What follows belongs to an exercise in optimizing a design on an open flow for small area; a production flow would make more cautious choices. Function was checked by simulation only, so behaviour that the tests miss may differ from the original. In every run shown here, the design's own scripts or RTL, not TritonCTS, make the clock network. The clock input has no modelled driver; a real chip could not lean on it and would need a root buffer or a full tree. Power and IR drop assume default switching activity.

==> flow/design.v <==
module pwm_hw(
input clk,                    
input reset,                  
input red,                    
input green,                  
input blue,                   
output [19:0] Red_High_HW,    
output [19:0] Red_Low_HW,     
output [19:0] Green_High_HW,  
output [19:0] Green_Low_HW,   
output [19:0] Blue_High_HW,   
output [19:0] Blue_Low_HW     
             );
HW_PWM Red  (.clk(clk), .reset(reset), .Colour_input(red),   .High_Count(Red_High_HW),   .Low_Count(Red_Low_HW));
HW_PWM Green(.clk(clk), .reset(reset), .Colour_input(green), .High_Count(Green_High_HW), .Low_Count(Green_Low_HW));
HW_PWM Blue (.clk(clk), .reset(reset), .Colour_input(blue),  .High_Count(Blue_High_HW),  .Low_Count(Blue_Low_HW));
endmodule
module HW_PWM(
input clk,
input reset,
input Colour_input,
output reg [19:0] High_Count,
output reg [19:0] Low_Count
            );
reg PrevPwm;
reg [19:0] Count;
wire rise = Colour_input & ~PrevPwm;
wire fall = ~Colour_input & PrevPwm;
wire run  = reset & ~(Colour_input ^ PrevPwm);    
wire ld_high   = reset & fall;
wire hold_high = reset & ~fall;
wire ld_low    = reset & rise;
wire hold_low  = reset & ~rise;
wire [19:0] c;
wire [4:0]  g;                 
wire [4:0]  p;                 
genvar j;
generate
    for (j = 0; j < 5; j = j + 1) begin : grp
        assign g[j] = &Count[4*j+3:4*j];
        assign c[4*j]   = p[j];
        assign c[4*j+1] = p[j] & Count[4*j];
        assign c[4*j+2] = p[j] & (&Count[4*j+1:4*j]);
        assign c[4*j+3] = p[j] & (&Count[4*j+2:4*j]);
    end
endgenerate
assign p[0] = 1'b1;
assign p[1] = g[0];
assign p[2] = &g[1:0];
assign p[3] = &g[2:0];
assign p[4] = &g[3:0];
always @(posedge clk) begin
    PrevPwm    <= reset & Colour_input;
    Count      <= {20{run}} & (Count ^ c);
    High_Count <= ({20{ld_high}} & Count) | ({20{hold_high}} & High_Count);
    Low_Count  <= ({20{ld_low}}  & Count) | ({20{hold_low}}  & Low_Count);
end
endmodule
==> flow/flow/run.sh <==
#!/bin/bash
# Own layout flow: the standard ORFS flow with three changes:
#  - synthesis maps the logic with an area-oriented ABC script (flow/area.abc);
#    everything else in synthesis, including flip-flop mapping, is the standard flow's own
#    synth_recipe.tcl unchanged;
#  - the port buffers are the smallest buffer cell;
#  - the clock tree is built by hand from inverters (flow/cts_hook.tcl).
# Each tool's output goes to flow_make.log here; ORFS keeps per-step logs in orfs/logs.
set -euo pipefail
W="$(cd "$(dirname "$0")/.." && pwd)"
cd "$W"
{
  echo "proc abc {args} {"
  echo "  set i [lsearch -exact \$args -script]"
  echo "  if {\$i >= 0} { lset args [expr {\$i + 1}] $W/flow/area.abc }"
  echo "  yosys abc {*}\$args"
  echo "}"
  cat synth_recipe.tcl
} > area_synth.tcl
bash standard.sh finish \
  "SYNTH_SCRIPT=$W/area_synth.tcl" \
  "ADDER_MAP_FILE=" \
  "BUFFER_PORTS_ARGS=-buffer_cell sky130_fd_sc_hd__buf_1" \
  "PRE_CTS_TCL=$W/flow/cts_hook.tcl" \
  > flow_make.log 2>&1
==> flow/flow/area.abc <==
strash
&get -n
&fraig -x
&put
strash
&get -n
&dch -f
&nf -R 1000
&put
==> flow/flow/cts_hook.tcl <==
# PRE_CTS_TCL hook: build the clock tree by hand (flow/manual_cts.tcl) from
# inverters, two levels (an even number of inversions): one root inverter on
# the clock port driving leaf inverters, each leaf driving a balanced cluster
# of flip-flops. ORFS's own clock_tree_synthesis and repair_clock_inverters
# are then skipped; the rest of cts.tcl (placement legalisation, timing
# repair) runs as usual.
set ::env(MCTS_NET) clk
set ::env(MCTS_LEAVES) 9
set ::env(MCTS_LEAF) sky130_fd_sc_hd__inv_8
set ::env(MCTS_ROOT) sky130_fd_sc_hd__inv_8
source [file join [file dirname [info script]] manual_cts.tcl]
mcts_build
set_propagated_clock [all_clocks]
proc repair_clock_inverters {args} { puts "repair_clock_inverters skipped: clock tree built by cts_hook.tcl" }
proc clock_tree_synthesis {args} { puts "clock_tree_synthesis skipped: clock tree built by cts_hook.tcl" }
==> flow/flow/manual_cts.tcl <==
proc mcts_split {pins n} {
  if {$n <= 1} { return [list $pins] }
  set xs {}; set ys {}
  foreach p $pins { lappend xs [lindex $p 1]; lappend ys [lindex $p 2] }
  set dx [expr {[tcl::mathfunc::max {*}$xs] - [tcl::mathfunc::min {*}$xs]}]
  set dy [expr {[tcl::mathfunc::max {*}$ys] - [tcl::mathfunc::min {*}$ys]}]
  set idx [expr {$dx >= $dy ? 1 : 2}]
  set sorted [lsort -real -index $idx $pins]
  set n1 [expr {$n / 2}]
  set k [expr {round(double([llength $pins]) * $n1 / $n)}]
  return [concat [mcts_split [lrange $sorted 0 [expr {$k - 1}]] $n1] \
                 [mcts_split [lrange $sorted $k end] [expr {$n - $n1}]]]
}
proc mcts_build {} {
  set db [ord::get_db]
  set block [ord::get_db_block]
  set clknet [$block findNet $::env(MCTS_NET)]
  set pins {}
  foreach it [$clknet getITerms] {
    set inst [$it getInst]
    set bb [$inst getBBox]
    lappend pins [list $it [expr {([$bb xMin] + [$bb xMax]) / 2.0}] [expr {([$bb yMin] + [$bb yMax]) / 2.0}]]
  }
  set nleaf $::env(MCTS_LEAVES)
  set clusters [mcts_split $pins $nleaf]
  set leafm [$db findMaster $::env(MCTS_LEAF)]
  set rootnet $clknet
  if {$::env(MCTS_ROOT) ne ""} {
    set rootm [$db findMaster $::env(MCTS_ROOT)]
    set root [odb::dbInst_create $block $rootm mcts_root]
    set rootnet [odb::dbNet_create $block mcts_clk_root]
    $rootnet setSigType CLOCK
    [$root findITerm A] connect $clknet
    [$root findITerm [expr {[$root findITerm X] ne "NULL" ? "X" : "Y"}]] connect $rootnet
  }
  set i 0; set sx 0; set sy 0
  foreach c $clusters {
    set net [odb::dbNet_create $block mcts_clk_$i]
    $net setSigType CLOCK
    set inst [odb::dbInst_create $block $leafm mcts_leaf_$i]
    set cx 0; set cy 0
    foreach p $c {
      set it [lindex $p 0]
      $it disconnect
      $it connect $net
      set cx [expr {$cx + [lindex $p 1]}]; set cy [expr {$cy + [lindex $p 2]}]
    }
    set cx [expr {int($cx / [llength $c])}]; set cy [expr {int($cy / [llength $c])}]
    $inst setLocation $cx $cy
    $inst setPlacementStatus PLACED
    [$inst findITerm A] connect $rootnet
    set out [$inst findITerm X]
    if {$out eq "NULL"} { set out [$inst findITerm Y] }
    $out connect $net
    puts "mcts leaf $i: [llength $c] sinks at $cx $cy"
    set sx [expr {$sx + $cx}]; set sy [expr {$sy + $cy}]
    incr i
  }
  if {$::env(MCTS_ROOT) ne ""} {
    $root setLocation [expr {int($sx / $i)}] [expr {int($sy / $i)}]
    $root setPlacementStatus PLACED
  }
}
==> flow/standard.sh <==
#!/bin/bash
# synth_recipe.tcl (not shown) runs the flow's synth.tcl, then flattens the netlist and writes it again
# the make line also repeats each setting of config.mk as NAME=value (left out here)
make -C /OpenROAD-flow-scripts/flow DESIGN_CONFIG=/design/flow/config.mk WORK_HOME=/design/flow/orfs CLKGATE_MAP_FILE= SYNTH_SCRIPT=/design/flow/synth_recipe.tcl "${@:-finish}"
==> flow/config.mk <==
export PLATFORM = sky130hd
export DESIGN_NAME = pwm_hw
export DESIGN_NICKNAME = pwm_hw
export VERILOG_FILES = /design/flow/design.v
export SDC_FILE = /design/flow/constraint.sdc
export NUM_CORES = 4
export LEC_CHECK = 0
export CAP_MARGIN = 0
export CORE_MARGIN = 2
export CORE_UTILIZATION = 40
export GPL_TIMING_DRIVEN = 0
export PLACE_DENSITY = 0.6
export SLEW_MARGIN = 0
==> flow/constraint.sdc <==
create_clock -name core_clock -period 2.0 [get_ports {clk}]
set_input_delay 0.4000 -clock core_clock [delete_from_list [all_inputs] [get_ports {clk}]]
set_output_delay 0.4000 -clock core_clock [all_outputs]
set_load 0.01 [all_outputs]
==> impl_metrics.yaml, run 1 <==
status:
  status: "timing/DRC/antenna clean"
sta:
  max_slew_margin: 0.2027
  setup_viol: 0
  finalSetupTns_ns: 0
  fin_crit_ns: 1.885
  tightest_slew_ns: 1.195
  fin_skew_ns: 0.01635
  fmax_mhz: 530.4
  hold_viol: 0
  worst_slack_ns: 0.1145
  slew_viol_final: 0
  period_share: 0.9427
layout:
  multi_input_area_um2: 2186
  seqCellArea_um2: 3676
  drive_gt1_frac: 0.08723
  fin_util: 0.4888
  finalNetCount: 649
  fillers: 1288
  area_growth_pct: 18.71
  final_cells: 822
  num_antenna_cells: 0
synthesis:
  syn-num-nets: 500
  yosys_most_used_dff: "dfxtp_1"
  synthCells: 495
  netlist_area_um2: 5738
  ys_types: 18
  synth_edf_count: 0
  synthArstFlopShare: 0
  yosysSeqAreaShare: 0.6385
  ys_ff_latch: 183
  syn_area_per_cell_um2: 11.59
  ys.warnings.count: 1
clock_network:
  cts.clk_slew.worst_paths_ns: 0.11
  clock_latency_ns: 0.25
setup_path:
  r2r-end: "Red.Count[19]$_DFF_P_"
  worst_r2r_path_depth: 6
  crit_type: "reg -> reg"
  crit_path_end_kind: "flip-flop"
  path_cells: "and4_4, nand4_1, nor4_4, and3_4, and3_1, nor3_1"
  rrSetupSlack_ns: 0.11
  r2r_start: "Red.Count[3]$_DFF_P_"
  max_stage_delay_ns: 0.42
  crit_fanout: 7
  cpMaxStageDelayCell: "nor4_4"
  worst_ep_required_time_ns: 2.12
  cp_data_arrival_time_ns: 2.01
  startpoint_type: "flip-flop"
grt:
  antenna_found_initial: 0
  grt_usage: 0.1687
  grt-ovfl-total: 0
  grt_pass1_wl_um: 21280
  grt_max_degree: 22
  grt_pass1_vias: 4115
die:
  fp-row-count: 43
  die_h_um: 123.8
  die_w_um: 123.8
  die-area_um2: 15320
  ios: 125
  start_util: 0.4118
  core_um2: 13930
power:
  p_int_w: 0.003890
  vdd_drop_max_uv: 466.2
  share_seq_of_total_power: 0.694
  p_switching_w: 0.001421
  p_per_area_nw_per_um2: 779.8
  p_leak_nw: 2.471
  p_comb_frac: 0.037
  finalPower_w: 0.005311
  p_sw_frac: 0.2676
  p_clk_frac: 0.269
placement:
  place_congestion: 0.7254
  dp_hpwl_um: 9043
  io_buffers: 124
  dp.cells: 804
  dp_slack_ns: -0.6701
worst_hold_path:
  hold_path.class: "in -> reg"
  worstHoldPathCells: 3
  worstHoldStart: "red"
  min_to: "Red.PrevPwm$_DFF_P_"
routing:
  vias_per_cell: 5.543
  wl_um: 13670
  firstDrtPassIters: 4
  ant_nets: 0
  drtIter0Drc: 403
  drc_errors: 0
  wire_per_inst_um: 16.63
  routed-via-count: 4556
job:
  maxCapViolCount: 0
what timing repair did:
item | in CTS | in global routing
endpoints found under the setup margin | 65 | 56
hold buffers | 0 | 0
resized for setup | 17 | 27
pin swaps | 3 | 5
buffers inserted | 2 | 6
cell usage after synthesis (all sizes together), types with 6 or more instances:
cell,instances,area (um^2)
a211oi,13,97.59
a21oi,38,190.2
a22o,120,1051
and2,13,81.33
and3,14,87.58
and4,6,52.55
dfxtp,183,3664
nand2,9,33.78
nand4,6,37.54
nor2,36,135.1
nor3,29,145.1
o21ai,9,45.04
per-stage QoR:
step                hold slack (ns)  area, um^2
finish                       0.4177        6812
global route                 0.4205        6812
CTS                          0.3962        6711
detailed placement           0.4632        6510
global placement             0.4592        6429
floorplan                    0.4598        5738
worst max-delay path: cells and delay by family (launching register included):
family | cells | cell delay (ns)
DFF | 1 | 0.39
and+or+nand+nor | 6 | 1.36
worst max path at each step:
stage / startpoint / endpoint / cells past startpoint
floorplan: reset / Green.Count[14]$_DFF_P_ / 5
global placement: reset / Red.Count[14]$_DFF_P_ / 6
detailed placement: reset / Red.Count[14]$_DFF_P_ / 7
CTS: Red.Count[1]$_DFF_P_ / Red.Count[15]$_DFF_P_ / 7
global route: Red.Count[3]$_DFF_P_ / Red.Count[19]$_DFF_P_ / 6
finish: Red.Count[3]$_DFF_P_ / Red.Count[19]$_DFF_P_ / 6
sequential cells by signal, indices dropped and copies added, names as in the netlist:
signal	flops
Blue.Count	20
Blue.High_Count	20
Blue.Low_Count	20
Blue.PrevPwm	1
Green.Count	20
Green.High_Count	20
Green.Low_Count	20
Green.PrevPwm	1
Red.Count	20
Red.High_Count	20
Red.Low_Count	20
Red.PrevPwm	1
metal layers:
layer | vias up | track usage | part of all wire
met5 | - | 0 | 0
met4 | 0 | 0.02983 | 0.019
met3 | 17 | 0.02839 | 0.067
met2 | 132 | 0.2689 | 0.45
met1 | 2202 | 0.2434 | 0.46
li1 | 2205 | - | -
power by group through the flow:
stage	combinational (W)	clock, W	sequential (W)
final	0.000197	0.00143	0.00368
after global routing	0.000214	0.00162	0.00369
after CTS	0.000191	0.00150	0.00368
after detailed placement	0.000182	0	0.00376
after floorplan	0.0000960	0	0.00376
after global placement	0.000158	0	0.00376
cell type report:
type	count	share of cell area
inverters	14	0.01929
multi-input cells	308	0.3209
flip-flops and latches	183	0.5397
well taps	180	0.03306
repair buffers	137	0.08707
cells in the final DEF, fill, tap and decap left out, types with 3 or more instances in the layout:
master and count:
and3_2 3, o21ai_0 9, dfxtp_2 7, a211oi_1 13, a22o_1 120, nor2_1 30, a21oi_1 35, a21oi_4 3
buf_4 8, nand2_1 7, buf_1 124, dfxtp_1 175, nor3_1 28, nand3_1 3, nor2_2 6, buf_8 3
and2_1 3, nand4_1 6, inv_8 10, and4_4 3, and2_0 10, and3_1 9, nand2b_1 3, clkinv_1 3
nor4_4 3, xnor2_1 4
kinds of logic (layout without fill, tap and decap cells):
family | after synthesis | count (layout) | share of synthesized area
buf+inv | 4 | 151 | 0.002616
compound gates | 182 | 182 | 0.2438
simple gates | 122 | 122 | 0.1090
flops | 183 | 183 | 0.6385
xor+xnor | 4 | 4 | 0.006105
==> run 2, diff against run 1 <==
--- a/flow/config.mk
+++ b/flow/config.mk
@@ -9,5 +9,5 @@
 export CORE_MARGIN = 2
-export CORE_UTILIZATION = 40
+export CORE_UTILIZATION = 65
 export GPL_TIMING_DRIVEN = 0
-export PLACE_DENSITY = 0.6
+export PLACE_DENSITY = 0.8
 export SLEW_MARGIN = 0
==> run 2 against run 1 <==
  * Critical path depth grew 1
  * Highest routed layer unchanged
  * Still clean on timing, DRC and antenna
  * Core utilization increased by 28 points
  * Clock skew fell by 0.0098 ns
  * Largest power group unchanged
  * Critical endpoint is now Red.Count[15]$_DFF_P_
==> impl_metrics.yaml, run 2 <==
status:
  status: "timing/DRC/antenna clean"
setup_path:
  max_stage_delay_ns: 0.42
  cp_data_arrival_time_ns: 2.04
  crit_type: "reg -> reg"
  r2r-end: "Red.Count[15]$_DFF_P_"
  crit_path_end_kind: "flip-flop"
  cpMaxStageDelayCell: "dfxtp_1"
  r2r_start: "Red.Count[2]$_DFF_P_"
  rrSetupSlack_ns: 0.11
  worst_ep_required_time_ns: 2.15
  path_cells: "and4_4, and4_2, and3_2, nand3_1, nor2_2, a21oi_1, nor3_1"
  startpoint_type: "flip-flop"
  crit_fanout: 7
  worst_r2r_path_depth: 7
synthesis:
  synth_top_area_share: 0.6385
  synth_edf_count: 0
  synthCells: 495
  syn_area_per_cell_um2: 11.59
  ys_types: 18
  ys_ff_latch: 183
  synthMostInstantiatedCell: "dfxtp_1"
  yosys_most_used_dff: "dfxtp_1"
  synthArstFlopShare: 0
  ys_top_cells_by_count: "183 x dfxtp_1, 120 x a22o_1, 38 x a21oi_1"
  synthTopCellsByArea: "dfxtp_1 64%, a22o_1 18%, a21oi_1 3.3%"
  netlist_area_um2: 5738
  ys.warnings.count: 1
  synth_top_area_cell: "dfxtp_1"
  syn-num-nets: 500
  yosysSeqAreaShare: 0.6385
grt:
  grt-ovfl-total: 0
  grt_pass1_vias: 4030
  grtUsageMet2: 0.3862
  busiest_layer: "met2"
  grt_pass1_wl_um: 19710
  globalRouteMet3Util: 0.02577
  antenna_found_initial: 0
  grt_max_degree: 22
  grt_usage: 0.2389
  grt_use_met1: 0.3503
placement:
  place_congestion: 0.7963
  dp_hpwl_um: 8273
  io_buffers: 124
  post_dp_cell_area_um2: 6376
  dp.cells: 729
power:
  p_clk_frac: 0.262
  p_per_area_nw_per_um2: 785.6
  p_sw_frac: 0.2593
  share_seq_of_total_power: 0.703
  vdd_drop_max_uv: 663.0
  p_leak_nw: 2.447
  p_comb_frac: 0.035
  p_int_w: 0.003880
  p_switching_w: 0.001358
die:
  die_w_um: 97.96
  core_um2: 8636
  die_h_um: 97.96
  fp-row-count: 34
  start_util: 0.6644
  die-area_um2: 9595
  ios: 125
layout:
  num_antenna_cells: 0
  area_growth_pct: 16.20
  mostFrequentLayoutCell: "dfxtp_1"
  final_cell_mix: "174 x dfxtp_1, 124 x buf_1, 120 x a22o_1, 35 x a21oi_1, 30 x nor2_1"
  drive_gt1_frac: 0.07837
  final_cells: 746
  postLayoutCellArea_um2: 6668
  finalNetCount: 645
  fillers: 621
routing:
  routed-via-count: 4579
  vias_per_cell: 6.138
  drc_errors: 0
  ant_nets: 0
  wl_um: 12620
  firstDrtPassIters: 5
  drtIter0Drc: 242
  wire_per_inst_um: 16.91
worst_hold_path:
  worstHoldPathCells: 3
  min_to: "Red.PrevPwm$_DFF_P_"
  worstHoldStart: "red"
  hold_path.class: "in -> reg"
clock_network:
  cts_hold_buf: 0
  cts.clk_slew.worst_paths_ns: 0.10
  clock_latency_ns: 0.23
sta:
  max_slew_margin: 0.2483
  slew_viol_final: 0
  tightest_slew_ns: 1.127
  hold_ws_ns: 0.4080
  fin_crit_ns: 1.889
  setup_viol: 0
  fin_skew_ns: 0.006548
  hold_viol: 0
  fmax_mhz: 529.4
  period_share: 0.9444
  finalSetupTns_ns: 0
job:
  maxCapViolCount: 0
==> run 2: critical path: cells and delay by family, from the launching register on <==
| kind | cells | cell delay [ns] |
|---|---|---|
| flip-flops | 1 | 0.42 |
| AND/OR/NAND/NOR | 6 | 1.30 |
| AO/OA/AOI/OAI | 1 | 0.11 |
==> run 2: layout make-up <==
cell class | count | area (um^2) | area share
Timing Repair Buffer | 132 | 536.8 | 0.08050
Multi-Input combinational cell | 309 | 2185 | 0.3276
Sequential cell | 183 | 3680 | 0.5519
Inverter | 14 | 131.4 | 0.01970
Tap cell | 108 | 135.1 | 0.02027
==> run 2: worst max-delay path by stage <==
stage                                     from                       to  slack [ns]  cells past startpoint
final                     Red.Count[2]$_DFF_P_    Red.Count[15]$_DFF_P_        0.11                      7
after global routing                     reset   Blue.Count[10]$_DFF_P_       -0.01                      7
after CTS                                reset  Green.Count[14]$_DFF_P_       -0.03                      6
after detailed placement                 reset  Green.Count[14]$_DFF_P_       -0.88                      6
after global placement                   reset    Red.Count[14]$_DFF_P_       -1.58                      6
after floorplan                          reset  Green.Count[14]$_DFF_P_       -0.36                      5
==> run 2: power by group through the flow <==
stage	combinational, W	clock [W]	sequential, W
floorplan	0.0000960	0	0.00376
global placement	0.000149	0	0.00376
detailed placement	0.000163	0	0.00376
CTS	0.000171	0.00139	0.00368
global route	0.000198	0.00151	0.00369
finish	0.000185	0.00137	0.00368
==> run 2: metal layers <==
| layer | vias to the layer above | share of wire |
|---|---|---|
| met3 | 24 | 0.074 |
| li1 | 2188 | - |
| met5 | - | 0 |
| met2 | 184 | 0.46 |
| met4 | 0 | 0.022 |
| met1 | 2183 | 0.45 |
==> run 2: repair_timing <==
action	in CTS	in global routing
setup buffers	0	6
gates cloned	0	1
pin swaps	3	4
gates resized for setup	20	23
endpoints found under the setup margin	100	82
==> run 2: metrics by stage <==
step | setup WS, ns | utilization | total power, W
floorplan | -0.3600 | - | 0.003856
global placement | -1.579 | 0.7340 | 0.003910
detailed placement | -0.8816 | 0.7383 | 0.003926
CTS | -0.02831 | 0.7612 | 0.005247
global route | -0.01479 | 0.7721 | 0.005398
finish | 0.1111 | 0.7721 | 0.005238
==> run 2: cells by family after synthesis <==
logic type	share of synthesized area
buffers and inverters	0.002616
AO/OA/AOI/OAI	0.2438
flip-flops	0.6385
XOR/XNOR	0.006105
AND/OR/NAND/NOR	0.1090
==> run 3, diff against run 2 <==
--- a/flow/flow/run.sh
+++ b/flow/flow/run.sh
@@ -23,2 +23,3 @@
   "BUFFER_PORTS_ARGS=-buffer_cell sky130_fd_sc_hd__buf_1" \
+  "RECOVER_POWER=100" \
   "PRE_CTS_TCL=$W/flow/cts_hook.tcl" \
--- a/flow/config.mk
+++ b/flow/config.mk
@@ -7,7 +7,7 @@
 export LEC_CHECK = 0
-export CAP_MARGIN = 0
+export CAP_MARGIN = 20
 export CORE_MARGIN = 2
-export CORE_UTILIZATION = 65
+export CORE_UTILIZATION = 40
 export GPL_TIMING_DRIVEN = 0
-export PLACE_DENSITY = 0.8
-export SLEW_MARGIN = 0
+export PLACE_DENSITY = 0.6
+export SLEW_MARGIN = 20
==> run 3 against run 2 <==
  * Largest power group unchanged
  * Synthesized cell count unchanged
  * Core utilization down 29 points
  * Final cell count up 9.7%
  * Sequential cell count unchanged
  * Critical path type unchanged
  * Still clean
==> impl_metrics.yaml, run 3 <==
status:
  status: "timing/DRC/antenna clean"
die:
  die_h_um: 123.8
  fp-row-count: 43
  ios: 125
  start_util: 0.4118
  die_w_um: 123.8
  die-area_um2: 15320
  core_um2: 13930
sta:
  slew_viol_final: 0
  fin_skew_ns: 0.01193
  rsz0062_at_grt: "no"
  setup_viol: 0
  fmax_mhz: 535.3
  hold_viol: 0
  max_slew_margin: 0.1814
  tightest_slew_ns: 1.227
  period_share: 0.9340
  worst_slack_ns: 0.1321
  fin_crit_ns: 1.868
grt:
  grt_pass1_vias: 4151
  grt_pass1_wl_um: 21160
  antenna_found_initial: 0
  grt_max_degree: 22
  grt-ovfl-total: 0
  grt_usage: 0.1670
setup_path:
  worst_ep_required_time_ns: 2.12
  cp_data_arrival_time_ns: 1.99
  crit_type: "reg -> reg"
  startpoint_type: "flip-flop"
  r2r_start: "Red.Count[1]$_DFF_P_"
  cp-endpoint: "Red.Count[19]$_DFF_P_"
  rrSetupSlack_ns: 0.13
  crit_path_end_kind: "flip-flop"
  crit_fanout: 7
  worstSetupStartpoint: "Red.Count[1]$_DFF_P_"
  worst_r2r_path_depth: 6
  r2r-end: "Red.Count[19]$_DFF_P_"
power:
  finalPower_w: 0.005277
  p_leak_nw: 2.449
  p_int_w: 0.003880
  p_sw_frac: 0.2646
  p_per_area_nw_per_um2: 784.5
  p_clk_frac: 0.268
  p_switching_w: 0.001396
  p_comb_frac: 0.034
  vdd_drop_max_uv: 451.8
  share_seq_of_total_power: 0.698
synthesis:
  ys.warnings.count: 1
  synthMostInstantiatedCell: "dfxtp_1"
  ys_top_cells_by_count: "183 x dfxtp_1, 120 x a22o_1, 38 x a21oi_1"
  synth_top_area_cell: "dfxtp_1"
  synthCells: 495
  yosys_most_used_dff: "dfxtp_1"
  ys_types: 18
  syn-num-nets: 500
  synth_top_area_share: 0.6385
  ys_ff_latch: 183
  yosysSeqAreaShare: 0.6385
  synthTopCellsByArea: "dfxtp_1 64%, a22o_1 18%, a21oi_1 3.3%"
  synth_edf_count: 0
  syn_area_per_cell_um2: 11.59
  synthArstFlopShare: 0
  netlist_area_um2: 5738
clock_network:
  clock_latency_ns: 0.24
  cts.clk_slew.worst_paths_ns: 0.11
  cts_hold_buf: 0
layout:
  fillers: 1310
  drive_gt1_frac: 0.07367
  final_cell_mix: "174 x dfxtp_1, 123 x buf_1, 120 x a22o_1, 37 x a21oi_1, 31 x nor2_1"
  mostFrequentLayoutCell: "dfxtp_1"
  multi_input_area_um2: 2141
  num_antenna_cells: 0
  area_growth_pct: 17.23
  fin_util: 0.4827
  postLayoutCellArea_um2: 6726
  seqCellArea_um2: 3680
  finalNetCount: 645
routing:
  wire_per_inst_um: 16.50
  routed-via-count: 4464
  drc_errors: 0
  wl_um: 13490
  vias_per_cell: 5.457
  firstDrtPassIters: 4
  drtIter0Drc: 359
  ant_nets: 0
job:
  maxCapViolCount: 0
placement:
  dp_hpwl_um: 9018
  place_congestion: 0.7254
  io_buffers: 124
  post_dp_cell_area_um2: 6496
  dp_slack_ns: -0.7155
worst_hold_path:
  hold_path.class: "in -> reg"
==> run 3: cell count changes in the layout (fill, tap and decap cells not counted), sizes merged <==
| cell | previous run | this run |
|---|---|---|
| clkbuf | 0 | 1 |
| clkinv | 3 | 4 |
| a21oi | 39 | 38 |
| clkinvlp | 1 | 0 |
==> run 3: worst min-delay path by stage <==
stage	startpoint	depth (start not counted)	end
after global routing	green	3	Green.PrevPwm$_DFF_P_
after floorplan	Blue.Count[0]$_DFF_P_	1	Blue.Count[0]$_DFF_P_
after CTS	red	3	Red.PrevPwm$_DFF_P_
after global placement	Blue.Low_Count[8]$_DFF_P_	1	Blue.Low_Count[8]$_DFF_P_
final	red	3	Red.PrevPwm$_DFF_P_
after detailed placement	Green.Low_Count[10]$_DFF_P_	1	Green.Low_Count[10]$_DFF_P_
==> run 3: metal layers <==
layer	global-route usage	share of wire	vias up
li1	-	-	2194
met1	0.2363	0.46	2132
met2	0.2737	0.46	123
met3	0.02747	0.066	15
met4	0.02628	0.016	0
met5	0	0	-
==> run 3: worst max-delay path, cell delays in order (launching register included) <==
cell and delay (ns):
dfxtp_2 0.40, and4_4 0.27, nand4_1 0.20, nor4_4 0.41, and3_4 0.27, and3_1 0.15, nor3_1 0.04
==> run 3: timing repair <==
action / CTS / global route
endpoints found under the setup margin: 49 / 20
pin swaps: 3 / 3
gates resized for setup: 16 / 21
setup buffers: 0 / 5
==> run 3: area by class of cell <==
cell class | count | share of cell area
sequential | 183 | 0.5471
multi-input combinational | 308 | 0.3183
timing repair buffer | 133 | 0.08203
tap | 180 | 0.03348
inverter | 14 | 0.01916
==> run 3: cells by family (layout without fill, tap and decap cells) <==
kind of cell / Yosys count / after routing / synth area share
xor gates and xnor gates: 4 / 4 / 0.006105
AOI/OAI and AO/OA: 182 / 182 / 0.2438
and+or+nand+nor: 122 / 122 / 0.1090
buffers and inverters: 4 / 147 / 0.002616
DFF: 183 / 183 / 0.6385
==> run 3: power by group through the flow <==
stage	clock network (W)	logic, W	registers (W)
after global routing	0.00161	0.000198	0.00369
final	0.00141	0.000181	0.00368
after global placement	0	0.000158	0.00376
after detailed placement	0	0.000178	0.00376
after floorplan	0	0.0000960	0.00376
after CTS	0.00150	0.000182	0.00368
==> run 3: through the flow <==
stage | instances | hold slack (ns) | TNS (ns)
floorplan | 495 | 0.4598 | -11.55
global placement | 799 | 0.4592 | -154.77
detailed placement | 803 | 0.4619 | -29.54
CTS | 813 | 0.3973 | 0
global route | 818 | 0.3917 | 0
finish | 818 | 0.3787 | 0
==> run 4, diff against run 3 <==
--- a/flow/config.mk
+++ b/flow/config.mk
@@ -12,2 +12,3 @@
 export PLACE_DENSITY = 0.6
+export SETUP_SLACK_MARGIN = -0.05
 export SLEW_MARGIN = 20
==> run 4 against run 3 <==
  * Still clean on timing, DRC and antenna
  * Largest cell class unchanged
  * Final cell count decreased by 0.37%
  * Highest routed layer unchanged
  * Largest power group unchanged
  * Sequential power about the same
  * Worst setup slack got worse by 0.027 ns
==> impl_metrics.yaml, run 4 <==
grt:
  antenna_found_initial: 0
  grt_pass1_wl_um: 21110
  grt_max_degree: 22
  grt_pass1_vias: 4133
  grt-ovfl-total: 0
  grt_usage: 0.1665
setup_path:
  worst_ep_required_time_ns: 2.17
  crit_path_end_kind: "flip-flop"
  startpoint_type: "primary input"
  cp_top_family: "compound AO/OA/AOI/OAI gates"
  r2r_start: "Red.Count[0]$_DFF_P_"
  worstSetupStartpoint: "reset"
  crit_fanout: 20
  crit_buf_inv: 3
  cpMaxStageDelayCell: "a21oi_4"
  max_stage_delay_ns: 0.35
  path_cells: "buf_1, clkinv_2, a21oi_4, buf_8, nand2_2, o21bai_1, a21oi_1"
  cp_data_arrival_time_ns: 2.07
  crit_type: "in -> reg"
synthesis:
  netlist_area_um2: 5738
  synthArstFlopShare: 0
  ys_ff_latch: 183
  yosys_most_used_dff: "dfxtp_1"
  syn_area_per_cell_um2: 11.59
  yosysSeqAreaShare: 0.6385
  synthMostInstantiatedCell: "dfxtp_1"
  synth_top_area_share: 0.6385
  synth_edf_count: 0
  ys.warnings.count: 1
  synth_top_area_cell: "dfxtp_1"
  ys_top_cells_by_count: "183 x dfxtp_1, 120 x a22o_1, 38 x a21oi_1"
  ys_types: 18
  syn-num-nets: 500
  synthCells: 495
  synthTopCellsByArea: "dfxtp_1 64%, a22o_1 18%, a21oi_1 3.3%"
clock_network:
  clock_latency_ns: 0.24
  cts_hold_buf: 0
  cts.clk_slew.worst_paths_ns: 0.11
routing:
  firstDrtPassIters: 4
  wire_per_inst_um: 16.60
  ant_nets: 0
  wl_um: 13530
  drc_errors: 0
  drtIter0Drc: 338
  routed-via-count: 4459
  vias_per_cell: 5.471
sta:
  finalSetupTns_ns: 0
  fin_skew_ns: 0.01551
  max_slew_margin: 0.3787
  fmax_mhz: 527.7
  hold_ws_ns: 0.4139
  worst_slack_ns: 0.1051
  period_share: 0.9474
  setup_viol: 0
  fin_crit_ns: 1.895
  slew_viol_final: 0
  tightest_slew_ns: 0.9309
  hold_viol: 0
layout:
  num_antenna_cells: 0
  fin_util: 0.4819
  final_cell_mix: "175 x dfxtp_1, 124 x buf_1, 120 x a22o_1, 35 x a21oi_1, 31 x nor2_1"
  area_growth_pct: 17.03
  finalNetCount: 642
  mostFrequentLayoutCell: "dfxtp_1"
  drive_gt1_frac: 0.07087
placement:
  dp_slack_ns: -0.7155
  place_congestion: 0.7254
  io_buffers: 124
  dp_hpwl_um: 9018
die:
  fp-row-count: 43
  die_w_um: 123.8
  ios: 125
  die-area_um2: 15320
  start_util: 0.4118
  die_h_um: 123.8
  core_um2: 13930
job:
  maxCapViolCount: 0
power:
  finalPower_w: 0.005293
  p_per_area_nw_per_um2: 788.2
  p_leak_nw: 2.437
  vdd_drop_max_uv: 453.2
worst_hold_path:
  worstHoldStart: "red"
  hold_path.class: "in -> reg"
status:
  status: "timing/DRC/antenna clean"
[run 4: layer usage]
| layer | part of all wire | GRT usage | up-vias |
|---|---|---|---|
| li1 | - | - | 2183 |
| met1 | 0.47 | 0.2361 | 2155 |
| met2 | 0.46 | 0.2723 | 108 |
| met3 | 0.061 | 0.02747 | 13 |
| met4 | 0.015 | 0.02628 | 0 |
| met5 | 0 | 0 | - |
[run 4: tightest hold or removal path, delay by kind of cell]
| kind | cells | cell delay [ns] |
|---|---|---|
| buffers and inverters | 2 | 0.17 |
| AND/OR/NAND/NOR | 1 | 0.04 |
[run 4: final timing paths]
path                                end  slack (ns)  cells past startpoint
max               Red.Count[14]$_DFF_P_        0.11                      7
min                 Red.PrevPwm$_DFF_P_        0.41                      3
max reg2reg       Red.Count[19]$_DFF_P_        0.11                      6
min reg2reg  Blue.Low_Count[11]$_DFF_P_        0.49                      1
[run 4: logic make-up (layout without fill, tap and decap cells)]
group | Yosys count | in the layout | synth area share
DFF | 183 | 183 | 0.6385
AOI/OAI and AO/OA | 182 | 182 | 0.2438
and+or+nand+nor | 122 | 122 | 0.1090
xor gates and xnor gates | 4 | 4 | 0.006105
buffers and inverters | 4 | 144 | 0.002616
[run 4: per-stage QoR]
step	cells	instance area, um^2
2_1_floorplan	495	5738
3_3_place_gp	799	6429
3_5_place_dp	803	6496
4_1_cts	813	6680
5_1_grt	815	6715
6_report	815	6715
[run 4: timing repair]
item,CTS,global route
setup buffers,0,2
endpoints found under the setup margin,43,15
hold endpoints to repair,0,0
gates resized for setup,15,16
pin swaps,2,3
[run 4: area by class of cell]
cell class	instances	area (um^2)
Fill cell	1302	7219
Multi-Input combinational cell	308	2158
Tap cell	180	225.2
Inverter	14	128.9
Timing Repair Buffer	130	529.3
Sequential cell	183	3674
[run 4: power breakdown]
part / internal, W / switching, W / leakage, nW / total [W]
Combinational: 0.0000416 / 0.000141 / 0.898 / 0.000183
Clock: 0.000177 / 0.00125 / 0.0605 / 0.00143
Sequential: 0.00366 / 0.0000211 / 1.48 / 0.00368
Total: 0.00388 / 0.00141 / 2.44 / 0.00529
==> run 5, diff against run 4 <==
--- a/flow/flow/run.sh
+++ b/flow/flow/run.sh
@@ -23,3 +23,2 @@
   "BUFFER_PORTS_ARGS=-buffer_cell sky130_fd_sc_hd__buf_1" \
-  "RECOVER_POWER=100" \
   "PRE_CTS_TCL=$W/flow/cts_hook.tcl" \
--- a/flow/config.mk
+++ b/flow/config.mk
@@ -12,3 +12,2 @@
 export PLACE_DENSITY = 0.6
-export SETUP_SLACK_MARGIN = -0.05
 export SLEW_MARGIN = 20
==> run 5 against run 4 <==
  * Final cell count is 0.37% higher
  * Core utilization is 0.27 points higher
  * Via count is 0.31% higher
  * Critical path depth is 1 lower
  * Fmax is 1.4% higher
  * Power is 0.21% lower
  * Clock power hardly changed
  * Combinational power hardly changed
  * Sequential cell count stayed put
  * Largest power group unchanged
  * Highest routed layer unchanged
==> impl_metrics.yaml, run 5 <==
synthesis:
  synthArstFlopShare: 0
  yosysSeqAreaShare: 0.6385
  synth_top_area_share: 0.6385
  synthCells: 495
  syn_area_per_cell_um2: 11.59
  ys_types: 18
  synth_top_family_by_area: "compound AO/OA/AOI/OAI gates"
  muxShareOfSynthArea: 0
  synthTopCellsByArea: "dfxtp_1 64%, a22o_1 18%, a21oi_1 3.3%"
  syn-num-nets: 500
  ys_ff_latch: 183
  synth-compound-area-share: 0.2438
  synth_top_area_cell: "dfxtp_1"
  netlist_area_um2: 5738
  synth-simple-area-share: 0.1090
  synth_edf_count: 0
  yosys.area_share.adder: 0
  ys_top_cells_by_count: "183 x dfxtp_1, 120 x a22o_1, 38 x a21oi_1"
  ys.warnings.count: 1
  synthMostInstantiatedCell: "dfxtp_1"
  synth-xor-area-share: 0.006106
  yosys_most_used_dff: "dfxtp_1"
clock_network:
  clock_latency_ns: 0.24
  cts.clk_slew.worst_paths_ns: 0.11
grt:
  grt_usage: 0.1670
  grt_max_degree: 22
  grt_pass1_vias: 4151
  grt-ovfl-total: 0
  grt_pass1_wl_um: 21160
  antenna_found_initial: 0
layout:
  num_antenna_cells: 0
  area_growth_pct: 17.68
  drive_gt1_frac: 0.07994
  mostFrequentLayoutCell: "dfxtp_1"
  finalNetCount: 645
  final_cell_mix: "174 x dfxtp_1, 124 x buf_1, 120 x a22o_1, 35 x a21oi_1, 30 x nor2_1"
sta:
  worst_slack_ns: 0.1308
  hold_viol: 0
  finalSetupTns_ns: 0
  hold_ws_ns: 0.4189
  rsz0062_at_grt: "no"
  fin_skew_ns: 0.01164
  slew_viol_final: 0
  max_slew_margin: 0.3845
  fin_crit_ns: 1.869
  period_share: 0.9346
  fmax_mhz: 535.0
  tightest_slew_ns: 0.9223
  setup_viol: 0
placement:
  io_buffers: 124
  dp_hpwl_um: 9018
  place_congestion: 0.7254
  dp_slack_ns: -0.7155
setup_path:
  startpoint_type: "flip-flop"
  worst_ep_required_time_ns: 2.12
  worstSetupStartpoint: "Red.Count[1]$_DFF_P_"
  crit_type: "reg -> reg"
  cp_data_arrival_time_ns: 1.99
  crit_fanout: 7
  cp_top_family: "simple AND/OR/NAND/NOR gates"
  crit_path_end_kind: "flip-flop"
  path_cells: "and4_4, nand4_1, nor4_4, and3_4, and3_1, nor3_1"
  max_stage_delay_ns: 0.41
  r2r_start: "Red.Count[1]$_DFF_P_"
  cpMaxStageDelayCell: "nor4_4"
  crit_buf_inv: 0
routing:
  wire_per_inst_um: 16.51
  firstDrtPassIters: 4
  ant_nets: 0
  wl_um: 13510
  vias_per_cell: 5.468
  routed-via-count: 4473
  drtIter0Drc: 359
  drc_errors: 0
status:
  status: "timing/DRC/antenna clean"
power:
  finalPower_w: 0.005282
  vdd_drop_max_uv: 452.0
  p_leak_nw: 2.453
  p_per_area_nw_per_um2: 782.2
die:
  core_um2: 13930
  die-area_um2: 15320
  start_util: 0.4118
  fp-row-count: 43
  die_w_um: 123.8
  ios: 125
  die_h_um: 123.8
worst_hold_path:
  hold_path.class: "in -> reg"
  worstHoldStart: "red"
job:
  maxCapViolCount: 0
[run 5: worst reg2reg max path, cell delays in order (launching register included)]
cell	delay, ns
dfxtp_2	0.40
and4_4	0.27
nand4_1	0.20
nor4_4	0.41
and3_4	0.27
and3_1	0.15
nor3_1	0.04
[run 5: path summary, 6_finish.rpt]
| path | endpoint | slack [ns] | depth (start not counted) |
|---|---|---|---|
| worst max-delay path | Red.Count[19]$_DFF_P_ | 0.13 | 6 |
| worst min-delay path | Red.PrevPwm$_DFF_P_ | 0.42 | 3 |
| worst max register to register | Red.Count[19]$_DFF_P_ | 0.13 | 6 |
| worst min register to register | Blue.Count[0]$_DFF_P_ | 0.48 | 1 |
[run 5: where the power goes]
group | switching [W] | internal [W]
sequential | 0.0000213 | 0.00366
clock | 0.00124 | 0.000177
combinational | 0.000142 | 0.0000433
[run 5: area by class of cell]
| cell class | instances | area [um^2] |
|---|---|---|
| timing repair buffer | 133 | 551.8 |
| tap | 180 | 225.2 |
| inverter | 14 | 128.9 |
| multi-input combinational | 308 | 2167 |
| sequential | 183 | 3680 |
| fill | 1304 | 7182 |
[run 5: logic make-up after synthesis]
logic type / Yosys count
flip-flops: 183
buffers and inverters: 4
AO/OA/AOI/OAI: 182
XOR/XNOR: 4
AND/OR/NAND/NOR: 122
[run 5: per-stage QoR]
step	utilization	area, um^2	cells
5_1_grt	0.4846	6753	818
4_1_cts	0.4795	6681	813
2_1_floorplan	-	5738	495
6_report	0.4846	6753	818
3_5_place_dp	0.4662	6496	803
3_3_place_gp	0.4613	6429	799
[run 5: timing repair]
action	CTS	global route
endpoints found under the setup margin	49	20
setup buffers	0	5
gates resized for setup	16	21
hold buffers	0	0
pin swaps	3	3
endpoints found under the hold margin	0	0
[run 5: metal layers]
metal,global-route usage,wire length (um),part of all wire,vias to the layer above
met5,0,0,0,-
met4,0.02628,216,0.016,0
met3,0.02747,883,0.065,15
met2,0.2737,6165,0.46,123
met1,0.2363,6239,0.46,2143
li1,-,-,-,2192
==> run 6, diff against run 5 <==
--- a/flow/flow/run.sh
+++ b/flow/flow/run.sh
@@ -23,2 +23,3 @@
   "BUFFER_PORTS_ARGS=-buffer_cell sky130_fd_sc_hd__buf_1" \
+  "RECOVER_POWER=100" \
   "PRE_CTS_TCL=$W/flow/cts_hook.tcl" \
--- a/flow/config.mk
+++ b/flow/config.mk
@@ -12,2 +12,3 @@
 export PLACE_DENSITY = 0.6
+export SETUP_SLACK_MARGIN = -0.1
 export SLEW_MARGIN = 20
==> run 6 against run 5 <==
  * Power is 0.11% lower
  * Clock power hardly changed
  * Largest cell class unchanged
  * First-iteration DRC count is 1.1% higher
  * Combinational power is 3% lower
  * Synthesized area stayed put
  * Final area is 0.85% lower
  * Hold slack worse by 0.026 ns
  * Routed wire length is 0.36% lower
  * Via count is 0.29% lower
==> impl_metrics.yaml, run 6 <==
die:
  die_w_um: 123.8
  die-area_um2: 15320
  fp-row-count: 43
  ios: 125
  core_um2: 13930
  die_h_um: 123.8
  start_util: 0.4118
sta:
  fmax_mhz: 517.9
  slew_viol_final: 0
  tightest_slew_ns: 0.9223
  setup_viol: 0
  hold_viol: 0
  hold_ws_ns: 0.3928
  fin_skew_ns: 0.01077
  finalSetupTns_ns: 0
  fin_crit_ns: 1.931
  period_share: 0.9655
  max_slew_margin: 0.3845
clock_network:
  cts.clk_slew.worst_paths_ns: 0.10
  cts_hold_buf: 0
  clock_latency_ns: 0.24
power:
  p_leak_nw: 2.434
  finalPower_w: 0.005276
  p_per_area_nw_per_um2: 788.0
  vdd_drop_max_uv: 452.6
routing:
  drtIter0Drc: 363
  drc_errors: 0
  wire_per_inst_um: 16.51
  ant_nets: 0
  wl_um: 13460
  routed-via-count: 4460
  firstDrtPassIters: 4
  vias_per_cell: 5.472
layout:
  finalNetCount: 642
  final_cells: 815
  mostFrequentLayoutCell: "dfxtp_1"
  drive_gt1_frac: 0.06142
  final_cell_mix: "177 x dfxtp_1, 123 x buf_1, 120 x a22o_1, 36 x a21oi_1, 32 x nor2_1"
  area_growth_pct: 16.68
  fillers: 1306
  fin_util: 0.4805
  num_antenna_cells: 0
synthesis:
  ys_top_cells_by_count: "183 x dfxtp_1, 120 x a22o_1, 38 x a21oi_1"
  ys.warnings.count: 1
  yosysSeqAreaShare: 0.6385
  synthArstFlopShare: 0
  yosys_most_used_dff: "dfxtp_1"
  synthMostInstantiatedCell: "dfxtp_1"
  synth_top_area_cell: "dfxtp_1"
  syn_area_per_cell_um2: 11.59
  ys_types: 18
  synth_edf_count: 0
  ys_ff_latch: 183
  synthCells: 495
  synthTopCellsByArea: "dfxtp_1 64%, a22o_1 18%, a21oi_1 3.3%"
  syn-num-nets: 500
  netlist_area_um2: 5738
  synth_top_area_share: 0.6385
setup_path:
  startpoint_type: "flip-flop"
  cp_data_arrival_time_ns: 2.09
  crit_path_end_kind: "flip-flop"
  cp-endpoint: "Blue.Count[15]$_DFF_P_"
  crit_buf_inv: 0
  crit_path_frequent_cell: "and4_2"
  worstSetupStartpoint: "Blue.Count[0]$_DFF_P_"
  worst_ep_required_time_ns: 2.16
  r2r-end: "Blue.Count[15]$_DFF_P_"
  crit_type: "reg -> reg"
  worst_r2r_path_depth: 7
  rrSetupSlack_ns: 0.07
  cpMaxStageDelayCell: "dfxtp_2"
  cp_num_cells: 7
  r2r_start: "Blue.Count[0]$_DFF_P_"
  cp_top_family: "simple AND/OR/NAND/NOR gates"
  path_cells: "and4_2, and4_2, and3_1, nand3_1, nor2_1, a21oi_1, nor3_1"
  max_stage_delay_ns: 0.42
  crit_fanout: 8
grt:
  antenna_found_initial: 0
  grt-ovfl-total: 0
  grt_pass1_wl_um: 21130
  grt_max_degree: 22
  grt_usage: 0.1668
  grt_pass1_vias: 4129
status:
  status: "timing/DRC/antenna clean"
placement:
  dp.cells: 803
  dp_hpwl_um: 9018
  io_buffers: 124
  place_congestion: 0.7254
worst_hold_path:
  hold_path.class: "in -> reg"
job:
  maxCapViolCount: 0
-- run 6: worst min-delay path by stage --
stage                                           start                     endpoint  slack, ns  depth (start not counted)
final                                           green        Green.PrevPwm$_DFF_P_       0.39                          3
after global routing                            green        Green.PrevPwm$_DFF_P_       0.39                          3
after CTS                                         red          Red.PrevPwm$_DFF_P_       0.40                          3
after detailed placement  Green.Low_Count[10]$_DFF_P_  Green.Low_Count[10]$_DFF_P_       0.46                          1
after global placement      Blue.Low_Count[8]$_DFF_P_    Blue.Low_Count[8]$_DFF_P_       0.46                          1
after floorplan                 Blue.Count[0]$_DFF_P_        Blue.Count[0]$_DFF_P_       0.46                          1
-- run 6: what timing repair did --
item                                    CTS  global route
endpoints found under the setup margin   43            15
endpoints found under the hold margin     0             0
resized for setup                        14             9
pin swaps                                 0             3
buffers inserted                          1             1
gates cloned                              0             0
-- run 6: through the flow --
step                instance area [um^2]  setup WS, ns
floorplan                           5738       -0.3600
global placement                    6429        -1.819
detailed placement                  6496       -0.7155
CTS                                 6686      -0.09882
global route                        6695      -0.08078
finish                              6695       0.06903
-- run 6: layout make-up --
cell class | count | area, um^2 | area share
inverters | 14 | 128.9 | 0.01925
multi-input cells | 308 | 2141 | 0.3198
repair buffers | 130 | 529.3 | 0.07905
well taps | 180 | 225.2 | 0.03364
flip-flops and latches | 183 | 3671 | 0.5483
-- run 6: kinds of logic (layout without fill, tap and decap cells) --
logic type	Yosys count	in the layout	share of synthesized area
flip-flops	183	183	0.6385
AO/OA/AOI/OAI	182	182	0.2438
AND/OR/NAND/NOR	122	122	0.1090
XOR/XNOR	4	4	0.006105
buffers and inverters	4	144	0.002616
-- run 6: worst reg2reg max path, stage by stage (launching register included) --
cell,delay [ns]
dfxtp_2,0.42
and4_2,0.33
and4_2,0.30
and3_1,0.25
nand3_1,0.10
nor2_1,0.22
a21oi_1,0.10
nor3_1,0.13
-- run 6: where the power goes --
group | leakage [nW] | switching, W | internal, W | total (W)
Clock | 0.0605 | 0.00124 | 0.000177 | 0.00141
Sequential | 1.48 | 0.0000203 | 0.00366 | 0.00368
Combinational | 0.896 | 0.000140 | 0.0000405 | 0.000180
-- run 6: layer usage --
metal / GRT usage / up-vias / part of all wire
met3: 0.02747 / 15 / 0.059
met4: 0.02628 / 0 / 0.016
met5: 0 / - / 0
met1: 0.2385 / 2148 / 0.47
met2: 0.2706 / 106 / 0.46
li1: - / 2191 / -
==> run 7, diff against run 6 <==
--- a/flow/flow/run.sh
+++ b/flow/flow/run.sh
@@ -15,3 +15,3 @@
   echo "  if {\$i >= 0} { lset args [expr {\$i + 1}] $W/flow/area.abc }"
-  echo "  yosys abc {*}\$args"
+  echo "  yosys abc {*}\$args -dont_use sky130_fd_sc_hd__nor4_*"
   echo "}"
==> flow/flow/area.abc (replaced) <==
strash
&get -n
&fraig -x
&put
strash
&get -n
&dch -f
&nf -R 1000
&put
strash
&get -n
&dch -f
&nf -R 1000
&put
strash
&get -n
&dch -f
&nf -R 1000
&put
strash
&get -n
&dch -f
&nf -R 1000
&put
strash
&get -n
&dch -f
&nf -R 1000
&put
==> run 7 against run 6 <==
  * Synthesized cell count fell by 2.8%
  * Critical endpoint is now Red.Count[19]$_DFF_P_
  * The layout now fails its checks (setup timing)
  * First-iteration DRC count shrank 21%
  * Routed wire length grew 8.0%
==> impl_metrics.yaml, run 7 <==
status:
  status: "finished with violations"
  so.violations: "setup timing"
synthesis:
  ys.warnings.count: 1
  synthArstFlopShare: 0
  yosysSeqAreaShare: 0.6491
  synth-simple-area-share: 0.08889
  synth_top_family_by_area: "compound AO/OA/AOI/OAI gates"
  synth_edf_count: 0
  ys_types: 13
  yosys.area_share.adder: 0
  ys_top_cells_by_count: "183 x dfxtp_1, 120 x a22o_1, 50 x a21oi_1"
  syn-num-nets: 486
  synth_top_area_cell: "dfxtp_1"
  muxShareOfSynthArea: 0
  syn_area_per_cell_um2: 11.73
  yosys_most_used_dff: "dfxtp_1"
  ys_ff_latch: 183
  synth-xor-area-share: 0.003104
  netlist_area_um2: 5644
  synth_top_area_share: 0.6491
  synthTopCellsByArea: "dfxtp_1 65%, a22o_1 19%, a21oi_1 4.4%"
  synthCells: 481
  synthMostInstantiatedCell: "dfxtp_1"
  synth-compound-area-share: 0.2563
grt:
  grt_usage: 0.1823
  grt_max_degree: 22
  grt_pass1_vias: 4414
  grt-ovfl-total: 0
  antenna_found_initial: 0
  grt_pass1_wl_um: 22690
layout:
  area_growth_pct: 26.51
  final_cell_mix: "174 x dfxtp_1, 122 x buf_1, 120 x a22o_1, 43 x a21oi_1, 43 x buf_4"
  num_antenna_cells: 0
  fin_util: 0.5164
  finalNetCount: 678
  mostFrequentLayoutCell: "dfxtp_1"
  drive_gt1_frac: 0.1878
  postLayoutCellArea_um2: 7141
  final_cells: 851
sta:
  max_slew_margin: 0.3455
  hold_viol: 0
  fmax_mhz: 428.8
  period_share: 1.166
  tightest_slew_ns: 0.9807
  worst_slack_ns: -0.3322
  fin_crit_ns: 2.332
  setup_viol: 13
  slew_viol_final: 0
  rsz0062_at_grt: "yes"
  fin_skew_ns: 0.005780
setup_path:
  startpoint_type: "flip-flop"
  crit_path_end_kind: "flip-flop"
  cpMaxStageDelayCell: "dfxtp_4"
  path_cells: "and3_4, and3_4, and2_4, and3_4, and3_4, and3_4, and4_4, and2_4, and3_4, and3_1, nor3_1"
  worst_ep_required_time_ns: 2.12
  max_stage_delay_ns: 0.36
  crit_fanout: 5
  crit_type: "reg -> reg"
  cp_data_arrival_time_ns: 2.45
  crit_path_frequent_cell: "and3_4"
die:
  die_w_um: 122.8
  start_util: 0.4082
  die-area_um2: 15080
  ios: 125
  core_um2: 13830
  fp-row-count: 43
  die_h_um: 122.8
routing:
  vias_per_cell: 5.411
  firstDrtPassIters: 5
  drtIter0Drc: 287
  ant_nets: 0
  wire_per_inst_um: 17.07
  wl_um: 14530
  drc_errors: 0
  routed-via-count: 4605
power:
  p_leak_nw: 2.710
  p_per_area_nw_per_um2: 743.8
  vdd_drop_max_uv: 424.9
job:
  maxCapViolCount: 0
placement:
  place_congestion: 0.6863
  dp.cells: 787
  dp_hpwl_um: 8639
  io_buffers: 124
  post_dp_cell_area_um2: 6496
clock_network:
  cts_hold_buf: 0
  clock_latency_ns: 0.24
  cts.clk_slew.worst_paths_ns: 0.10
worst_hold_path:
  hold_path.class: "in -> reg"
## run 7: cell count changes after synthesis, sizes merged, moves of 12 or more
cell    previous run  this run
nor2              36        18
and3              14        27
o21ai              9        29
a21oi             38        50
a211oi            13         0
## run 7: path summary, 6_finish.rpt
check	startpoint	end	slack (ns)	cells past startpoint
max	Red.Count[1]$_DFF_P_	Red.Count[19]$_DFF_P_	-0.33	11
min	red	Red.PrevPwm$_DFF_P_	0.48	3
max reg2reg	Red.Count[1]$_DFF_P_	Red.Count[19]$_DFF_P_	-0.33	11
min reg2reg	Red.High_Count[12]$_DFF_P_	Red.High_Count[12]$_DFF_P_	0.49	1
## run 7: where the power goes
| group | internal [W] | leakage, nW | switching (W) |
|---|---|---|---|
| Clock | 0.000177 | 0.0605 | 0.00124 |
| Combinational | 0.0000531 | 1.17 | 0.000171 |
| Sequential | 0.00366 | 1.48 | 0.0000129 |
## run 7: cell families after synthesis
logic type,after synthesis
compound gates,199
simple gates,93
buf+inv,4
xor+xnor,2
flops,183
## run 7: area by class of cell
| type | instances | area (um^2) |
|---|---|---|
| flip-flops and latches | 183 | 3690 |
| inverters | 14 | 128.9 |
| fillers | 1278 | 6686 |
| multi-input cells | 297 | 2218 |
| repair buffers | 177 | 878.3 |
| well taps | 180 | 225.2 |
## run 7: stage by stage
step | total power [W] | worst slack, ns | setup TNS (ns) | hold slack, ns
global route | 0.005532 | -0.4161 | -5.054 | 0.4874
detailed placement | 0.003937 | -0.9235 | -68.39 | 0.4617
floorplan | 0.003860 | -0.3381 | -2.120 | 0.4380
CTS | 0.005353 | -0.3282 | -2.531 | 0.4720
global placement | 0.003926 | -0.7943 | -79.60 | 0.4532
finish | 0.005311 | -0.3322 | -2.513 | 0.4830
## run 7: layer usage
layer	vias to the layer above	track usage	routed length (um)
met1	2225	0.2510	6602
met3	22	0.02230	685
li1	2240	-	-
met4	0	0.03736	305
met5	-	0	0
met2	118	0.3077	6933
## run 7: critical path: cells and delay by family (launching register included)
kind | cells | cell delay, ns
flops | 1 | 0.36
simple gates | 11 | 1.85
## run 7: what timing repair did
action,CTS,global route
endpoints found under the setup margin,60,34
gates cloned,3,0
resized for setup,26,18
buffers inserted,36,18
pin swaps,6,5
endpoints found under the hold margin,0,0
==> run 8, diff against run 7 <==
--- a/flow/flow/area.abc
+++ b/flow/flow/area.abc
@@ -29 +29,16 @@
 &put
+strash
+&get -n
+&dch -f
+&nf -R 1000
+&put
+strash
+&get -n
+&dch -f
+&nf -R 1000
+&put
+strash
+&get -n
+&dch -f
+&nf -R 1000
+&put
==> run 8 against run 7 <==
  * Still fails the layout checks on setup timing
  * Clock skew is 0.0040 ns higher
  * Combinational power decreased by 11%
  * Final area shrank 1.6%
  * Die area shrank 0.12%
  * First-iteration DRC count shrank 14%
  * Critical path type unchanged
==> impl_metrics.yaml, run 8 <==
synthesis:
  synth_top_area_share: 0.6499
  synth-compound-area-share: 0.2566
  netlist_area_um2: 5637
  yosysSeqAreaShare: 0.6499
  ys_ff_latch: 183
  synthArstFlopShare: 0
  synth_edf_count: 0
  synth_top_area_cell: "dfxtp_1"
  synth-simple-area-share: 0.08768
  synth_top_family_by_area: "compound AO/OA/AOI/OAI gates"
  synth-xor-area-share: 0.003108
  ys.warnings.count: 1
  synthMostInstantiatedCell: "dfxtp_1"
  syn-num-nets: 485
  yosys.area_share.adder: 0
  syn_area_per_cell_um2: 11.74
  yosys_most_used_dff: "dfxtp_1"
  ys_types: 13
  synthCells: 480
  ys_top_cells_by_count: "183 x dfxtp_1, 120 x a22o_1, 49 x a21oi_1"
  synthTopCellsByArea: "dfxtp_1 65%, a22o_1 19%, a21oi_1 4.4%"
  muxShareOfSynthArea: 0
routing:
  route.met3.wl_um: 593
  routed.top_layer: "met4"
  wl_um: 13590
  wl_met1_um: 6267
  firstDrtPassIters: 4
  wl_met2_um: 6381
  drtIter0Drc: 246
  vias_per_cell: 5.401
  drc_errors: 0
  routed-via-count: 4515
  ant_nets: 0
  wire_per_inst_um: 16.25
placement:
  dp.cells: 788
  place_congestion: 0.7271
  dp_slack_ns: -0.5646
  dp_hpwl_um: 8822
  io_buffers: 124
sta:
  fin_skew_ns: 0.009741
  rsz0062_at_grt: "yes"
  hold_viol: 0
  setup_viol: 38
  fmax_mhz: 426.3
  max_slew_margin: 0.3872
  slew_viol_final: 0
  tightest_slew_ns: 0.9182
  finalSetupTns_ns: -5.103
  fin_crit_ns: 2.346
  period_share: 1.173
  hold_ws_ns: 0.4143
  worst_slack_ns: -0.3456
grt:
  grt_pass1_vias: 4262
  grt-ovfl-total: 0
  grt_pass1_wl_um: 21110
  grt_max_degree: 22
  antenna_found_initial: 0
  grt_usage: 0.1678
die:
  die_w_um: 122.7
  die-area_um2: 15060
  core_um2: 13830
  fp-row-count: 43
  start_util: 0.4077
  ios: 125
  die_h_um: 122.7
layout:
  mostFrequentLayoutCell: "dfxtp_1"
  area_growth_pct: 24.59
  fillers: 1287
  fin_util: 0.5079
  drive_gt1_frac: 0.1707
  num_antenna_cells: 0
  finalNetCount: 663
  final_cell_mix: "173 x dfxtp_1, 123 x buf_1, 120 x a22o_1, 43 x a21oi_1, 35 x buf_4"
  final_cells: 836
setup_path:
  crit_type: "reg -> reg"
  startpoint_type: "flip-flop"
  cp_data_arrival_time_ns: 2.47
  worst_ep_required_time_ns: 2.12
  crit_path_end_kind: "flip-flop"
  crit_fanout: 5
worst_hold_path:
  hold_path.class: "in -> reg"
clock_network:
  cts.clk_slew.worst_paths_ns: 0.10
  clock_latency_ns: 0.23
power:
  vdd_drop_max_uv: 460.8
  p_per_area_nw_per_um2: 750.6
  p_leak_nw: 2.648
status:
  so.violations: "setup timing"
  status: "finished with violations"
job:
  maxCapViolCount: 0
-- run 8: cell types whose count changed after synthesis --
cell	previous run	this run
and2_0	14	15
nor2_1	18	19
and3_1	27	25
a21oi_1	50	49
nor3_1	26	25
o21ai_0	29	30
-- run 8: worst max-delay path: stages (launching register included) --
cell and delay, ns:
dfxtp_4 0.35, and3_4 0.18, and3_4 0.18, and3_4 0.19
and3_4 0.19, and3_4 0.18, and2_4 0.14, and3_4 0.19
and3_4 0.19, and3_4 0.22, and3_4 0.19, nor3_2 0.04
-- run 8: through the flow --
| step | power [W] | cell area, um^2 |
|---|---|---|
| floorplan | 0.003858 | 5764 |
| global placement | 0.003921 | 6455 |
| detailed placement | 0.003940 | 6523 |
| CTS | 0.005345 | 6953 |
| global route | 0.005476 | 7023 |
| finish | 0.005272 | 7023 |
-- run 8: what timing repair did --
action	4_1_cts	5_1_grt
setup endpoints to repair	30	38
resized for setup	26	19
pin swaps	5	6
hold buffers	0	0
buffers inserted	33	8
-- run 8: worst paths after layout --
path	cells past startpoint	to	slack, ns	startpoint
worst min-delay path	3	Green.PrevPwm$_DFF_P_	0.41	green
worst max register to register	11	Blue.Count[19]$_DFF_P_	-0.35	Blue.Count[1]$_DFF_P_
worst min register to register	1	Green.Low_Count[4]$_DFF_P_	0.49	Green.Low_Count[4]$_DFF_P_
worst max-delay path	11	Blue.Count[19]$_DFF_P_	-0.35	Blue.Count[1]$_DFF_P_
-- run 8: cell families (layout without fill, tap and decap cells) --
kind of cell | Yosys count | after routing
AO/OA/AOI/OAI | 199 | 199
flip-flops | 183 | 183
AND/OR/NAND/NOR | 92 | 92
buffers and inverters | 4 | 180
XOR/XNOR | 2 | 2
-- run 8: power by group --
group | internal, W | switching [W]
Clock | 0.000177 | 0.00123
Combinational | 0.0000460 | 0.000153
Sequential | 0.00366 | 0.0000104
Total | 0.00388 | 0.00139
-- run 8: final cells by class --
| type | count | area (um^2) | area share |
|---|---|---|---|
| timing repair buffer | 166 | 793.3 | 0.1130 |
| inverter | 14 | 128.9 | 0.01835 |
| multi-input combinational | 293 | 2187 | 0.3114 |
| tap | 180 | 225.2 | 0.03207 |
| sequential | 183 | 3689 | 0.5252 |
-- run 8: layer usage --
metal	up-vias	GRT usage
li1	2196	-
met3	21	0.01255
met4	0	0.04239
met5	-	0
met2	109	0.2845
met1	2189	0.2317
==> run 9, diff against run 8 <==
==> flow/flow/area.abc (replaced) <==
strash
&get -n
&fraig -x
&put
strash
&get -n
&dch -f
&nf -R 1000
&put
strash
&get -n
&dch -f
&nf -R 1000
&put
==> run 9 against run 8 <==
  * Still fails the layout checks on setup timing
  * Critical path depth decreased by 1
  * Synthesized cell count is 1.5% higher
  * Worst setup slack better by 0.28 ns
  * Final cell count down 0.48%
  * Clock skew decreased by 0.0014 ns
  * Routed wire length is 3.5% higher
  * Die area is 0.79% higher
  * Final area down 1.2%
  * Register-to-register slack better by 0.28 ns
  * Largest cell class unchanged
  * Largest power group unchanged
  * Highest routed layer unchanged
==> impl_metrics.yaml, run 9 <==
status:
  status: "finished with violations"
  so.violations: "setup timing"
die:
  ios: 125
  die_h_um: 123.2
  die_w_um: 123.2
  core_um2: 13880
  start_util: 0.4094
  die-area_um2: 15180
  fp-row-count: 43
placement:
  dp.cells: 794
  place_congestion: 0.7463
  dp_hpwl_um: 8699
  post_dp_cell_area_um2: 6497
  io_buffers: 124
setup_path:
  startpoint_type: "flip-flop"
  crit_fanout: 5
  worst_ep_required_time_ns: 2.18
  crit_path_end_kind: "flip-flop"
  crit_type: "reg -> reg"
  cp_data_arrival_time_ns: 2.24
sta:
  hold_viol: 0
  worst_slack_ns: -0.06162
  rsz0062_at_grt: "yes"
  period_share: 1.031
  tightest_slew_ns: 0.8770
  fin_skew_ns: 0.008319
  slew_viol_final: 0
  fin_crit_ns: 2.062
  setup_viol: 3
  fmax_mhz: 485.1
  max_slew_margin: 0.4153
synthesis:
  synthMostInstantiatedCell: "dfxtp_1"
  ys_types: 17
  synth_top_family_by_area: "compound AO/OA/AOI/OAI gates"
  synth_top_area_cell: "dfxtp_1"
  synthTopCellsByArea: "dfxtp_1 64%, a22o_1 18%, a21oi_1 3.6%"
  yosysSeqAreaShare: 0.6446
  muxShareOfSynthArea: 0
  ys.warnings.count: 1
  synth-compound-area-share: 0.2444
  yosys_most_used_dff: "dfxtp_1"
  ys_top_cells_by_count: "183 x dfxtp_1, 120 x a22o_1, 41 x a21oi_1"
  synth_edf_count: 0
  synth-xor-area-share: 0.003082
  synth_top_area_share: 0.6446
  synthArstFlopShare: 0
  syn-num-nets: 492
  ys_ff_latch: 183
  synthCells: 487
  syn_area_per_cell_um2: 11.67
  yosys.area_share.adder: 0
  synth-simple-area-share: 0.1052
  netlist_area_um2: 5683
layout:
  fillers: 1340
  final_cell_mix: "174 x dfxtp_1, 123 x buf_1, 120 x a22o_1, 38 x a21oi_1, 31 x nor3_1"
  drive_gt1_frac: 0.1288
  postLayoutCellArea_um2: 6940
  final_cells: 832
  area_growth_pct: 22.13
  num_antenna_cells: 0
  finalNetCount: 659
  mostFrequentLayoutCell: "dfxtp_1"
clock_network:
  cts.clk_slew.worst_paths_ns: 0.11
  clock_latency_ns: 0.24
  cts_hold_buf: 0
grt:
  grt_max_degree: 22
  antenna_found_initial: 0
  grt_pass1_vias: 4167
  grt-ovfl-total: 0
  grt_pass1_wl_um: 21820
  grt_usage: 0.1754
power:
  share_seq_of_total_power: 0.691
  p_int_w: 0.003888
  vdd_drop_max_uv: 453.6
  p_per_area_nw_per_um2: 766.1
  p_leak_nw: 2.566
  finalPower_w: 0.005317
  p_sw_frac: 0.2688
  p_switching_w: 0.001429
  p_comb_frac: 0.040
  p_clk_frac: 0.268
routing:
  routed-via-count: 4576
  drc_errors: 0
  ant_nets: 0
  drtIter0Drc: 287
  wl_um: 14060
  firstDrtPassIters: 5
  vias_per_cell: 5.500
  wire_per_inst_um: 16.90
worst_hold_path:
  hold_path.class: "reg -> reg"
job:
  maxCapViolCount: 0
run 9: cell count changes in the layout (fill, tap and decap cells not counted), sizes merged, moves of 2 or more:
cell | before | now
a21oi | 49 | 44
and4 | 2 | 0
nor3 | 25 | 32
buf | 163 | 151
and2 | 15 | 13
nor2b | 0 | 4
nor2 | 19 | 27
o21ai | 30 | 16
clkbuf | 3 | 1
a211oi | 0 | 5
nand4 | 0 | 4
and3 | 25 | 28
run 9: stage by stage:
| step | setup slack [ns] | utilization | hold slack [ns] | setup TNS [ns] |
|---|---|---|---|---|
| after floorplan | -0.09951 | - | 0.4401 | -0.3079 |
| after global placement | -0.9889 | 0.4648 | 0.4588 | -75.92 |
| after detailed placement | -1.145 | 0.4681 | 0.4624 | -64.39 |
| after CTS | -0.09887 | 0.4880 | 0.4548 | -0.4104 |
| after global routing | -0.1538 | 0.5000 | 0.4681 | -0.8960 |
| final | -0.06162 | 0.5000 | 0.4491 | -0.1276 |
run 9: cell type report:
class                      count  area [um^2]  share of cell area
tap                          180        225.2             0.03245
inverter                      14        128.9             0.01857
multi-input combinational    303         2203              0.3175
timing repair buffer         152        690.7             0.09951
sequential                   183         3692              0.5320
run 9: path summary, 6_finish.rpt:
kind	startpoint	to	slack, ns	cells after the start
worst min register to register	Red.Count[0]$_DFF_P_	Red.Count[0]$_DFF_P_	0.45	1
worst max-delay path	Green.Count[1]$_DFF_P_	Green.Count[19]$_DFF_P_	-0.06	10
worst min-delay path	Red.Count[0]$_DFF_P_	Red.Count[0]$_DFF_P_	0.45	1
worst max register to register	Green.Count[1]$_DFF_P_	Green.Count[19]$_DFF_P_	-0.06	10
run 9: kinds of logic (layout without fill, tap and decap cells):
group,Yosys count,in the layout
compound gates,184,187
xor+xnor,2,2
buf+inv,4,166
flops,183,183
simple gates,114,114
run 9: routing by layer:
layer	GRT usage	vias up	routed length, um
met3	0.01891	18	802
li1	-	2198	-
met5	0	-	0
met2	0.2795	110	6447
met4	0.04332	0	311
met1	0.2546	2250	6499
run 9: critical path, cell delays in order, from the launching register on:
cell	delay, ns
dfxtp_4	0.35
and3_4	0.19
and2_4	0.15
and3_4	0.21
and3_4	0.19
and3_4	0.20
and3_4	0.21
and3_4	0.20
and2_4	0.15
o21ai_2	0.05
a21oi_1	0.12
run 9: power groups by stage:
| stage | clock network, W | logic [W] | registers (W) |
|---|---|---|---|
| 2_1_floorplan | 0 | 0.0000989 | 0.00376 |
| 3_3_place_gp | 0 | 0.000163 | 0.00376 |
| 3_5_place_dp | 0 | 0.000174 | 0.00376 |
| 4_1_cts | 0.00149 | 0.000201 | 0.00368 |
| 5_1_grt | 0.00163 | 0.000235 | 0.00368 |
| 6_report | 0.00143 | 0.000215 | 0.00368 |
run 9: timing repair:
action / CTS / global route
buffers inserted: 6 / 19
endpoints found under the hold margin: 0 / 0
cloned: 3 / 0
pin swaps: 0 / 3
gates resized for setup: 31 / 9
endpoints found under the setup margin: 60 / 22

Setup slack of run 9, layout unchanged: -0.062 ns with ideal ports, -0.062 ns with driving cells assumed (clock clkbuf_16, inputs buf_2), -0.062 ns with port delays also shifted by the 0.285 ns mid clock arrival.
